From an optimization exercise on the open Yosys and OpenROAD flow, aimed at small area; shortcuts taken in it are not production practice. Only simulation tests tie the RTL to the original design; equivalence was not proved. Power and IR drop assume default switching activity.

**flow/design.v**
```verilog
`timescale 1 ps / 1 ps
module counter
#(
  parameter   WIDTH   = 32,
  parameter   HEIGHT  = 32
)
(
  input   wire clk,
  input   wire rst,
  input   wire enable_row_count,
  output  reg  [($clog2(WIDTH)?$clog2(WIDTH):1)-1:0]     pixel_cntr,
  output  reg  [($clog2(HEIGHT)?$clog2(HEIGHT):1)-1:0]    slice_cntr
);
always@(posedge clk)
begin
  if (rst)
  begin
    pixel_cntr <= 0;
    slice_cntr <= 0;
  end
  else if(enable_row_count)
  begin
    if((pixel_cntr + 1) % WIDTH == 0)
    begin
      slice_cntr <= (slice_cntr + 1) % HEIGHT;
      pixel_cntr <= (pixel_cntr + 1) % WIDTH;
    end
    else
    pixel_cntr <= (pixel_cntr + 1) % WIDTH;
  end
  else
  pixel_cntr <= (pixel_cntr + 1) % WIDTH;
end
endmodule
`timescale 1 ps / 1 ps
module control
  #(
    parameter   N   = 3,
    parameter   M   = 6
  )
  (
    input   wire                                        clk,
    input   wire                                        rst,
    input   wire                                        enable_row_count,
    output  wire    [$clog2(M)-1:0]                     pixel_cntr_A,
    output  wire    [($clog2(M/N)?$clog2(M/N):1)-1:0]   slice_cntr_A,
    output  wire    [($clog2(M/N)?$clog2(M/N):1)-1:0]   pixel_cntr_B,
    output  wire    [$clog2(M)-1:0]                     slice_cntr_B,
    output  wire    [$clog2((M*M)/N)-1:0]               rd_addr_A,
    output  wire    [$clog2((M*M)/N)-1:0]               rd_addr_B
  );
assign rd_addr_A = slice_cntr_A*M+pixel_cntr_A;
assign rd_addr_B = pixel_cntr_B*M+slice_cntr_B;
counter#
(
  .WIDTH  (M),
  .HEIGHT (M/N)
)
counter_B
(
  .clk                  (clk),
  .rst                  (rst),
  .enable_row_count     (1'b1),
  .pixel_cntr           (slice_cntr_B),
  .slice_cntr           (pixel_cntr_B)
);
counter#
(
  .WIDTH  (M),
  .HEIGHT (M/N)
)
counter_A
(
  .clk                  (clk),
  .rst                  (rst),
  .enable_row_count     (enable_row_count),
  .pixel_cntr           (pixel_cntr_A),
  .slice_cntr           (slice_cntr_A)
);
endmodule
`timescale 1 ps / 1 ps
module pe
#(
    parameter   D_W_ACC  = 64,  
    parameter   D_W      = 32   
)
(
    input   wire                  clk,
    input   wire                  rst,
    input   wire                  init,
    input   wire    [D_W-1:0]     in_a,
    input   wire    [D_W-1:0]     in_b,
    output  reg     [D_W_ACC-1:0] out_sum,
    output  reg     [D_W-1:0]     out_b,
    output  reg     [D_W-1:0]     out_a,
    output  reg                  valid_D
);
reg     [D_W_ACC-1:0] counter;
always @(posedge clk)
begin
    if (rst == 1)
    begin
      valid_D <= 0;
      out_sum <= 0;
      counter <= 0;
      out_a <= 0;
      out_b <= 0;
    end
    else if (init == 1)
    begin
      valid_D <= 1;
      out_sum <= counter;
      counter <= in_a*in_b;
      out_a <= in_a;
      out_b <= in_b;
    end
    else 
    begin
      valid_D <= 0;
      counter <= counter + in_a*in_b;
      out_a <= in_a;
      out_b <= in_b;
    end
end
endmodule
`timescale 1 ps / 1 ps
module systolic
#
(
    parameter   D_W  = 8,  
    parameter   D_W_ACC = 16,  
    parameter   N   = 8,
    parameter   M   = 16
)
(
    input   wire                                        clk,
    input   wire                                        rst,
    input   wire                                        enable_row_count_A,
    output  wire    [$clog2(M)-1:0]                     pixel_cntr_A,
    output  wire    [($clog2(M/N)?$clog2(M/N):1)-1:0]   slice_cntr_A,
    output  wire    [($clog2(M/N)?$clog2(M/N):1)-1:0]   pixel_cntr_B,
    output  wire    [$clog2(M)-1:0]                     slice_cntr_B,
    output  wire    [$clog2((M*M)/N)-1:0]               rd_addr_A,
    output  wire    [$clog2((M*M)/N)-1:0]               rd_addr_B,
    input   wire    [N*D_W-1:0]                         A,  
    input   wire    [N*D_W-1:0]                         B,  
    output  wire    [N*N*D_W_ACC-1:0]                   D,  
    output  wire    [N*N-1:0]                           valid_D  
);
wire    [D_W-1:0]    out_a   [N-1:0][N-1:0];
wire    [D_W-1:0]    out_b   [N-1:0][N-1:0];
wire    [D_W-1:0]    in_a   [N-1:0][N-1:0];
wire    [D_W-1:0]    in_b   [N-1:0][N-1:0];
reg    [N-1:0] init_pe  [N-1:0];
integer p;
integer q;
control #
(
    .N        (N),
    .M        (M)
  )
  control_inst
  (
    .clk                  (clk),
    .rst                  (rst),
    .enable_row_count     (enable_row_count_A),
    .pixel_cntr_B         (pixel_cntr_B),
    .slice_cntr_B         (slice_cntr_B),
    .pixel_cntr_A         (pixel_cntr_A),
    .slice_cntr_A         (slice_cntr_A),
    .rd_addr_A            (rd_addr_A),
    .rd_addr_B            (rd_addr_B)
  );
genvar i;
genvar j;
genvar k;
generate
  for(k = 0; k < N; k =k+1)
  begin 
    assign in_a[k][0] = A[k*D_W +: D_W];
    assign in_b[0][k] = B[k*D_W +: D_W];
  end
  for(i = 0; i < N; i = i + 1)
  begin
    for(j = 0; j < N; j = j + 1)
    begin
    pe#
    (
      .D_W_ACC   (D_W_ACC),
      .D_W (D_W)
    )
    pe_v
    (
      .clk                  (clk),
      .rst                  (rst),
      .init     (init_pe[i][j]),
      .in_a           (in_a[i][j]),
      .in_b           (in_b[i][j]),
      .out_sum           (D[(i*N+j)*D_W_ACC +: D_W_ACC]),
      .out_a           (out_a[i][j]),
      .out_b           (out_b[i][j]),
      .valid_D           (valid_D[i*N+j])
    );
    if (j+1 <N)
    begin
      assign in_a[i][j+1] = out_a[i][j];
    end
    if (i+1 <N)
    begin
      assign in_b[i+1][j] = out_b[i][j];
    end
    end
  end
endgenerate
reg [$clog2(M)-1:0] tempA;
reg [$clog2(M)-1:0] tempB;
always @(posedge clk)
begin  
  if(pixel_cntr_A == 0 && slice_cntr_B == 0 && tempA == M-1 && tempB == M-1)
  begin
    init_pe[0][0] <= 1;
  end
  else 
  init_pe[0][0] <= 0;
  for(p = 0; p < N; p = p + 1)
  begin
    for(q = 0; q < N; q = q + 1)
    begin
      begin
        if (q+1 < N)
        init_pe[p][q+1] <= init_pe[p][q];
        if (p+1 < N)
        init_pe[p+1][q] <= init_pe[p][q];
      end
    end
  end
  tempA <= pixel_cntr_A;
  tempB <= slice_cntr_B;
end
endmodule
```
**flow/run.sh**
```bash
#!/bin/bash
# synth_recipe.tcl (not shown) runs the flow's synth.tcl, then flattens the netlist and writes it again
# the make line also repeats each setting of config.mk as NAME=value (left out here)
make -C /OpenROAD-flow-scripts/flow DESIGN_CONFIG=/design/flow/config.mk WORK_HOME=/design/flow/orfs CLKGATE_MAP_FILE= SYNTH_SCRIPT=/design/flow/synth_recipe.tcl finish
```
**flow/config.mk**
```make
export PLATFORM = sky130hd
export DESIGN_NAME = systolic
export DESIGN_NICKNAME = systolic
export VERILOG_FILES = /design/flow/design.v
export SDC_FILE = /design/flow/constraint.sdc
export NUM_CORES = 4
export LEC_CHECK = 0
export CAP_MARGIN = 20
export CORE_MARGIN = 2
export CORE_UTILIZATION = 40
export SLEW_MARGIN = 20
```
**flow/constraint.sdc**
```tcl
create_clock -name core_clock -period 7.0 [get_ports {clk}]
set_input_delay 1.4000 -clock core_clock [delete_from_list [all_inputs] [get_ports {clk}]]
set_output_delay 1.4000 -clock core_clock [all_outputs]
set_load 0.01 [all_outputs]
```
==> results of run 1 <==
-- cells in the final DEF, fill, tap and decap left out, drive strengths merged, types with 50 or more instances in the layout --
cell	synthesis	final
dfxtp	2992	2992
nand2b	99	99
a31oi	107	107
clkinv	1	98
or2	68	68
nor4	52	52
a21oi	1491	1491
a22o	77	77
nand3	219	219
o31ai	68	68
xor2	521	521
or3	121	121
o41ai	90	90
nor2	2948	2948
and3	147	147
buf	160	600
and2	3568	3568
mux2i	1286	1286
ha	3334	3334
bufinv	0	51
nor3	440	440
a21o	462	462
a211oi	118	118
nand2	1234	1234
xnor2	1028	1028
o21a	168	168
clkdlybuf4s50	0	1237
nor2b	1031	1031
o21bai	206	206
a2111oi	50	50
clkbuf	542	491
inv	3402	3434
fa	2368	2368
o211ai	64	64
o21ai	466	466
-- metal layers --
metal / track usage [%] / up-vias
met3: 3.67 / 997
met2: 38.0 / 3731
met1: 29.2 / 98900
met4: 8.50 / 30
li1: - / 99300
met5: 0 / -
-- critical path, cell delays in order (launching register included) --
cell and delay (ns):
dfxtp_1 0.59, nand2_1 0.14, fa_1 0.52, fa_1 0.54
inv_1 0.05, fa_1 0.47, inv_1 0.05, fa_1 0.47
inv_1 0.04, ha_1 0.32, a2111oi_0 0.91, o31ai_1 0.18
a21oi_1 0.25, xnor2_1 0.16, ha_1 0.38, nand2_1 0.12
nor2_1 0.11, o31ai_1 0.10, a311oi_1 0.33, xnor2_1 0.13
or3_1 0.35, a21oi_1 0.14
-- final timing paths --
path	endpoint	slack (ns)
max	genblk2[3].genblk1[5].pe_v.counter[15]$_SDFF_PP0_	0.57
min	tempB[0]$_DFF_P_	0.45
max reg2reg	genblk2[3].genblk1[5].pe_v.counter[15]$_SDFF_PP0_	0.57
min reg2reg	tempB[0]$_DFF_P_	0.45
-- logic make-up (layout without fill, tap and decap cells) --
logic type | count (synthesis) | count (layout) | share of synthesized area (%)
simple gates | 10100 | 10100 | 19.5
fa+ha+maj | 5702 | 5702 | 33.4
buf+inv | 4105 | 5938 | 5.88
compound gates | 3702 | 3702 | 8.86
flops | 2992 | 2992 | 22.5
xor+xnor | 1549 | 1549 | 5.09
mux | 1287 | 1287 | 4.83
other cells | 0 | 32 | 0
-- sequential cells by signal, indices dropped and copies added (netlist names) --
signal	count
genblk2.genblk1.pe_v.out_b	448
tempB	4
genblk2.genblk1.pe_v.out_a	448
tempA	4
control_inst.counter_B.pixel_cntr	4
control_inst.counter_B.slice_cntr	1
control_inst.counter_A.slice_cntr	1
genblk2.genblk1.pe_v.valid_D	15
genblk2.genblk1.pe_v.counter	1024
init_pe	15
control_inst.counter_A.pixel_cntr	4
genblk2.genblk1.pe_v.out_sum	1024
-- synth_stat cells (84+ instances only) --
| cell type | n | area (um2) |
|---|---|---|
| and2_1 | 3568 | 22300 |
| inv_1 | 3400 | 12800 |
| ha_1 | 3334 | 41700 |
| dfxtp_1 | 2992 | 59900 |
| nor2_1 | 2948 | 11100 |
| fa_1 | 2368 | 47400 |
| a21oi_1 | 1490 | 7460 |
| mux2i_1 | 1286 | 12900 |
| nand2_1 | 1234 | 4630 |
| nor2b_1 | 1031 | 6450 |
| xnor2_1 | 1028 | 9000 |
| clkbuf_1 | 542 | 2030 |
| xor2_1 | 521 | 4560 |
| o21ai_0 | 463 | 2320 |
| a21o_1 | 462 | 3470 |
| nor3_1 | 440 | 2200 |
| nand3_1 | 219 | 1100 |
| o21bai_1 | 206 | 1550 |
| o21a_1 | 168 | 1260 |
| and3_1 | 147 | 920 |
| or3_1 | 121 | 757 |
| a211oi_1 | 118 | 886 |
| a31oi_1 | 107 | 669 |
| nand2b_1 | 99 | 619 |
| o41ai_1 | 88 | 771 |
| buf_1 | 84 | 315 |
-- report_power, final --
group	leakage, nW	total (W)	switching [W]	internal, W
clock network	6.58	0.0214	0.00874	0.0126
logic	120	0.00604	0.00330	0.00275
registers	24.2	0.0181	0.000652	0.0175
total	150	0.0455	0.0127	0.0329
-- per-stage QoR --
stage | hold WS, ns | cells | total power [W] | utilization [%] | area, um2
2_1_floorplan | 0.329 | 29400 | 0.0225 | - | 267000
4_1_cts | 0.436 | 40100 | 0.0462 | 46.1 | 306000
5_1_grt | 0.471 | 40100 | 0.0476 | 46.1 | 306000
6_report | 0.450 | 40200 | 0.0455 | 46.1 | 306000
3_3_place_gp | 0.451 | 39400 | 0.0244 | 44.0 | 292000
3_5_place_dp | 0.459 | 39400 | 0.0245 | 44.0 | 292000
-- layout make-up --
cell class | instances | share of cell area [%]
antenna | 32 | 0.0262
clock inverter | 207 | 0.981
sequential | 2992 | 19.6
timing repair buffer | 1837 | 5.62
inverter | 3403 | 4.18
multi-input combinational | 22300 | 62.5
tap | 8879 | 3.63
clock buffer | 491 | 3.45
==> qor.yml, run 1 <==
outcome: "timing/DRC/antenna clean"
cts_resized: 0
cts_hold_buf: 0
drc: 0
final_nets: 36800
start_util_pct: 40.2
cts_root_buffer: "clkbuf_16"
holdPathStages: 0
drive_above_1_share_pct: 4.49
period_minus_slack_ns: 6.43
fin_skew_ns: 0.0932
postCtsSetupBuffers: 0
grt_pass1_vias: 206000
setup_slack_ns: 0.565
io_buffers: 1238
cts_max_path_buffers: 4
syn_inst: 29400
ir_worst_vdd_v: 0.000203
cap_violations: 0
synth_edf_count: 0
totalWireLength_mm: 772
p_per_area_mw_per_mm2: 149
via_per_inst: 5.06
crit_fanout: 9
fin_crit_sh_pct: 91.9
cts_tree: "done"
drtIter0Drc: 9968
r2r_cells: 21
ant_nets: 0
worstReg2RegStart: "genblk2[2].genblk1[5].pe_v.out_b[2]$_SDFF_PP0_"
synth_warnings: 5
ios: 1239
area_growth_pct: 14.7
wl_met1_mm: 339
critical_path_class: "reg2reg"
leakage_nw: 150
rsz0062_at_grt: "false"
fill_cells: 64000
cts_buffers: 377
finalHoldViolCount: 0
wire_per_inst_um: 19.2
worst_pin_slew_ns: 1.11
path_clk_slew_ns: 0.06
overflow: 0
ys_seq_elements: 2992
clkLatencyLatePin_ns: 1.06
syn_area_mm2: 0.267
die_area_mm2: 0.673
drv_slew: 0
cp.arrival_ns: 7.41
synth_async_sr_flop_share_pct: 0
antenna_found_initial: 56
pre_cts_ws_ns: -0.414
regArea_mm2: 0.0599
worstHoldPathType: "reg2reg"
multi_input_area_mm2: 0.191
gp_congestion: 0.900
hp-start: "control_inst.counter_B.pixel_cntr[0]$_SDFF_PP0_"
grt_max_degree: 174
die_w_um: 821
cp-end-kind: "flip-flop"
wl_met2_mm: 359
clock.fmax_mhz: 155
syn_nets: 35200
hpwl_mm: 621
grt_use_total_pct: 22.6
finalSetupViolations: 0
vias: 203000
top_layer: "met5"
finalSetupTns_ns: 0
yosysSeqAreaShare_pct: 22.5
synth_area_per_cell_um2: 9.07
fp-row-count: 299
startpoint: "genblk2[2].genblk1[5].pe_v.out_b[2]$_SDFF_PP0_"
crit_required_ns: 7.98
drt-pass1-iter-count: 6
grt_first_pass_wirelength_mm: 1200
ys_types: 81
core_area_mm2: 0.664
clock_sinks: 2992
wl_met3_mm: 39.6
die_h_um: 821
worst_setup_path_start_kind: "flip-flop"
htreeDepth: 5
maxSlewHeadroom_pct: 25.8
synth_ff_type: "dfxtp_1"
==> inputs of run 2 (changes only) <==
==> flow/design.v (replaced) <==
`timescale 1 ps / 1 ps
module counter
(
  input   wire       clk,
  input   wire       rst,
  output  reg  [3:0] cnt
);
always @(posedge clk)
  if (rst) cnt <= 4'd0;
  else     cnt <= cnt + 4'd1;
endmodule
`timescale 1 ps / 1 ps
module control
(
  input   wire       clk,
  input   wire       rst,
  input   wire       enable_row_count,
  output  wire [3:0] pixel_cntr_A,
  output  reg        slice_cntr_A,
  output  reg        pixel_cntr_B,
  output  wire [3:0] slice_cntr_B,
  output  wire [4:0] rd_addr_A,
  output  wire [4:0] rd_addr_B,
  output  wire       wrap         
);
wire [3:0] cnt;
counter cnt_inst (.clk(clk), .rst(rst), .cnt(cnt));
assign wrap = &cnt;
always @(posedge clk)
  if (rst) begin
    slice_cntr_A <= 1'b0;
    pixel_cntr_B <= 1'b0;
  end else begin
    if (wrap & enable_row_count) slice_cntr_A <= ~slice_cntr_A;
    if (wrap)                    pixel_cntr_B <= ~pixel_cntr_B;
  end
assign pixel_cntr_A = cnt;
assign slice_cntr_B = cnt;
assign rd_addr_A    = {slice_cntr_A, cnt};
assign rd_addr_B    = {pixel_cntr_B, cnt};
endmodule
`timescale 1 ps / 1 ps
module pe
(
    input   wire          clk,
    input   wire          clr,
    input   wire  [7:0]   in_a,
    input   wire  [7:0]   in_b,
    output  reg   [7:0]   out_a,
    output  reg   [7:0]   out_b,
    output  reg   [15:0]  acc
);
always @(posedge clk) begin
    out_a <= in_a;
    out_b <= in_b;
    acc   <= (clr ? 16'd0 : acc) + out_a * out_b;
end
endmodule
`timescale 1 ps / 1 ps
module systolic
#
(
    parameter   D_W  = 8,  
    parameter   D_W_ACC = 16,  
    parameter   N   = 8,
    parameter   M   = 16
)
(
    input   wire                                        clk,
    input   wire                                        rst,
    input   wire                                        enable_row_count_A,
    output  wire    [$clog2(M)-1:0]                     pixel_cntr_A,
    output  wire    [($clog2(M/N)?$clog2(M/N):1)-1:0]   slice_cntr_A,
    output  wire    [($clog2(M/N)?$clog2(M/N):1)-1:0]   pixel_cntr_B,
    output  wire    [$clog2(M)-1:0]                     slice_cntr_B,
    output  wire    [$clog2((M*M)/N)-1:0]               rd_addr_A,
    output  wire    [$clog2((M*M)/N)-1:0]               rd_addr_B,
    input   wire    [N*D_W-1:0]                         A,  
    input   wire    [N*D_W-1:0]                         B,  
    output  wire    [N*N*D_W_ACC-1:0]                   D,  
    output  wire    [N*N-1:0]                           valid_D  
);
wire wrap;
control control_inst
  (
    .clk                  (clk),
    .rst                  (rst),
    .enable_row_count     (enable_row_count_A),
    .pixel_cntr_A         (pixel_cntr_A),
    .slice_cntr_A         (slice_cntr_A),
    .pixel_cntr_B         (pixel_cntr_B),
    .slice_cntr_B         (slice_cntr_B),
    .rd_addr_A            (rd_addr_A),
    .rd_addr_B            (rd_addr_B),
    .wrap                 (wrap)
  );
reg        was15;
reg [15:0] chain;    
always @(posedge clk) begin
  was15    <= wrap;
  chain[0] <= (pixel_cntr_A == 4'd0) && was15;
  chain[15:1] <= rst ? 15'd0 : chain[14:0];
end
reg [8:0] rd;
always @(posedge clk)
  rd <= {rd[7:0], rst};
wire [7:0] rstart;
genvar i, j;
generate
  for (i = 0; i < N; i = i + 1) begin : g_rs
    assign rstart[i] = rd[i+1] & ~rd[i];
  end
endgenerate
wire [D_W-1:0] fa [N-1:0][N:0];
wire [D_W-1:0] fb [N:0][N-1:0];
generate
  for (i = 0; i < N; i = i + 1) begin : g_in
    assign fa[i][0] = A[i*D_W +: D_W];
    assign fb[0][i] = B[i*D_W +: D_W];
  end
  for (i = 0; i < N; i = i + 1) begin : g_row
    for (j = 0; j < N; j = j + 1) begin : g_col
      localparam K = (i > j) ? i : j;
      assign valid_D[i*N+j] = chain[i+j+1];
      pe pe_v
      (
        .clk    (clk),
        .clr    (chain[i+j+1] | rstart[K]),
        .in_a   (fa[i][j]),
        .in_b   (fb[i][j]),
        .out_a  (fa[i][j+1]),
        .out_b  (fb[i+1][j]),
        .acc    (D[(i*N+j)*D_W_ACC +: D_W_ACC])
      );
    end
  end
endgenerate
endmodule
==> run 2 against run 1 <==
Cell area decreased by 24%; sequential power increased by 14%; sequential share of layout area decreased by 1.7 points; area after synthesis decreased by 24%; worst setup slack improved by 0.64 ns; critical endpoint is now g_row[4].g_col[3].pe_v.acc[13]$_DFF_P_.
==> qor.yml, run 2 <==
yosysSeqAreaShare_pct: 20.6  # -1.9 points
syn_area_mm2: 0.203  # -24%
cp.arrival_ns: 6.66  # -0.75 ns
largest_registers: "g_row.g_col.pe_v.acc (1024), g_row.g_col.pe_v.out_a (512), g_row.g_col.pe_v.out_b (512)"
syn_nets: 27000  # -23%
finalHoldViolCount: 0  # unchanged
synth_ff_type: "dfxtp_1"
fp-row-count: 261  # -13%
ios: 1239  # unchanged
drive_above_1_share_pct: 2.84  # -1.7 points
rsz0062_at_grt: "false"
overflow: 0  # unchanged
finalSetupViolations: 0  # unchanged
grt_first_pass_wirelength_mm: 925  # -23%
syn_inst: 21400  # -27%
maxSlewHeadroom_pct: 24.6  # -1.2 points
fin_crit_sh_pct: 82.7  # -9.2 points
internal-power_w: 0.0654  # +99%
p_seq_share_pct: 16.7  # -23 points
drtIter0Drc: 6324  # -37%
start_util_pct: 40.1  # -0.077 points
synth.top_cell.area_share_pct: 31.6  # +9.2 points
htreeDepth: 5  # unchanged
io_buffers: 1238  # unchanged
leakage_nw: 119  # -21%
worst_pin_slew_ns: 1.13  # +0.0151 ns
final_cell_mix: "5284 x inv_1, 3200 x fa_1, 2853 x and2_1"
synth.largest_area_cell: "fa_1"
total_power_w: 0.123  # +170%
die_area_mm2: 0.512  # -24%
drt-pass1-iter-count: 6  # unchanged
die_h_um: 716  # -13%
drv_slew: 0  # unchanged
vias: 142000  # -30%
synth_edf_count: 0  # unchanged
cts_max_path_buffers: 4  # unchanged
die_w_um: 716  # -13%
stdcell_count: 29800  # -26%
yosys-top-cells-area: "fa_1 32%, dfxtp_1 21%, ha_1 14%, inv_1 9.8%, and2_1 8.8%"
postCtsSetupBuffers: 0  # unchanged
whs_ns: 0.351  # -0.0992 ns
p_per_area_mw_per_mm2: 528  # +250%
cts_buffers: 284  # -25%
critical_path_class: "reg2reg"
drc: 0  # unchanged
swShare_pct: 46.8  # +19 points
crit_required_ns: 7.87  # -0.11 ns
core_area_mm2: 0.505  # -24%
yosysMostFrequentCell: "inv_1"
antenna_found_initial: 48  # -14%
cts_resized: 0  # unchanged
grt_use_total_pct: 23.7  # +1.1 points
wire_per_inst_um: 20.1  # +4.5%
synth_commonest_cells: "5284 x inv_1, 3200 x fa_1, 2853 x and2_1"
cp-end-kind: "flip-flop"
fin_skew_ns: 0.0820  # -0.0113 ns
clkLatencyLatePin_ns: 0.99  # -0.07 ns
top_register: "g_row.g_col.pe_v.acc"
synth_area_per_cell_um2: 9.46  # +4.3%
synth_async_sr_flop_share_pct: 0  # unchanged
p_switching_w: 0.0576  # +350%
power_frac_comb_pct: 70.5  # +57 points
dpl.cell_count: 29200  # -26%
path_clk_slew_ns: 0.06  # about the same
final_nets: 28400  # -23%
crit_fanout: 9  # unchanged
totalWireLength_mm: 598  # -23%
cts_tree: "done"
clock.fmax_mhz: 173  # +11%
largest_reg_flops: 1024
grt_max_degree: 33  # -81%
worst_setup_path_start_kind: "flip-flop"
clock_sinks: 2080  # -30%
area_growth_pct: 15.0
worstHoldPathType: "reg2reg"
ys_types: 72  # -11%
finalSetupTns_ns: 0  # unchanged
cts_root_buffer: "clkbuf_16"
ir_worst_vdd_v: 0.000436  # +110%
cts_hold_buf: 0  # unchanged
period_minus_slack_ns: 5.79  # -0.645 ns
outcome: "timing/DRC/antenna clean"
cap_violations: 0  # unchanged
via_per_inst: 4.77  # -5.6%
final_common_cell: "inv_1"
hpwl_mm: 498  # -20%
grt_pass1_vias: 153000  # -26%
gp_congestion: 0.909  # +0.94%
ant_nets: 0  # unchanged
clkPwrFrac_pct: 12.8  # -34 points
ys_seq_elements: 2080  # -30%
synth_warnings: 4  # -1
-- run 2: worst paths after layout --
| kind | from | endpoint | slack (ns) | cells after the start |
|---|---|---|---|---|
| worst min-delay path | rd[0]$_DFF_P_ | rd[1]$_DFF_P_ | 0.35 | 0 |
| worst max-delay path | rd[4]$_DFF_P_ | g_row[4].g_col[3].pe_v.acc[13]$_DFF_P_ | 1.21 | 17 |
| worst max register to register | rd[4]$_DFF_P_ | g_row[4].g_col[3].pe_v.acc[13]$_DFF_P_ | 1.21 | 17 |
| worst min register to register | rd[0]$_DFF_P_ | rd[1]$_DFF_P_ | 0.35 | 0 |
-- run 2: through the flow --
stage / area (um2) / setup slack (ns) / utilization (%)
after floorplan: 203000 / 2.21 / -
after global placement: 223000 / 1.31 / 44.1
after detailed placement: 223000 / 1.27 / 44.1
after CTS: 233000 / 1.25 / 46.1
after global routing: 233000 / 0.952 / 46.1
final: 233000 / 1.21 / 46.1
-- run 2: layout make-up --
type	instances	area, um2
fill	48400	272000
multi-input combinational	13800	140000
sequential	2080	41600
inverter	5284	19800
timing repair buffer	1290	12800
tap	6706	8390
clock buffer	363	7820
clock inverter	154	2200
antenna	40	100
-- run 2: cells by family after synthesis --
logic type	Yosys count	synth area share (%)
multiplexers	4	0.0204
AO/OA/AOI/OAI	1554	4.90
AND/OR/NAND/NOR	5992	15.0
buffers and inverters	5479	10.3
XOR/XNOR	856	3.70
adder cells (fa/ha/maj)	5442	45.5
flip-flops	2080	20.6
-- run 2: critical path: stages, from the launching register on --
cell,delay [ns]
dfxtp_1,0.47
nor2b_2,0.20
nor2_2,0.85
nand2_1,0.21
fa_1,0.57
inv_1,0.05
fa_1,0.48
fa_1,0.55
inv_1,0.05
fa_1,0.47
inv_1,0.04
ha_1,0.30
o21ai_0,0.29
nor2_1,0.09
a211oi_1,0.53
o21bai_1,0.14
a21oi_1,0.23
xnor2_1,0.14
-- run 2: power groups by stage --
stage               logic (W)  clock network [W]  registers [W]
floorplan              0.0627                  0         0.0202
global placement       0.0853                  0         0.0210
detailed placement     0.0864                  0         0.0209
CTS                    0.0874             0.0162         0.0207
global route           0.0998             0.0166         0.0210
finish                 0.0868             0.0157         0.0206
-- run 2: layer usage --
layer  GRT usage, %  vias to the layer above  routed length (um)
li1               -                    66700                   -
met1           27.9                    71600              236000
met2           41.0                     2743              291000
met3           4.96                      942               35500
met4           11.6                       36               35100
met5              0                        -                 220

[separate check: timing with driven ports]
In the flow no input, the clock included, has a driving cell. The finished layouts below were timed again as built, in two steps.
Step 1 sets driving cells, clkbuf_16 on the clock port and buf_2 on the other inputs (assumed; they add their load-dependent delay and slew).
Step 2 moves the port delays by t, midway between the first and last clock arrival at a register: inputs arrive t later, outputs are due t later. That takes back most of the time a late clock gives input paths.
a / b / c = no drivers / after step 1 / after step 2; a / b = the first two.
run | shift t [ns] | setup slack, ns | worst setup path after step 2 | clock arrival spread, ns | worst register clock-pin slew, ns
run 1 | 1.152 | 0.565 / 0.565 / -0.464 | input to register | 0.113 / 0.112 | 0.07 / 0.07
run 2 | 1.072 | 1.210 / 1.210 / 1.210 | register to register | 0.090 / 0.090 | 0.06 / 0.06
Met with ideal ports but missed after step 2: setup timing in run 1. For run 1, which loses most, drivers alone change the setup slack by 0.000 ns; drivers and shift together by -1.029 ns.
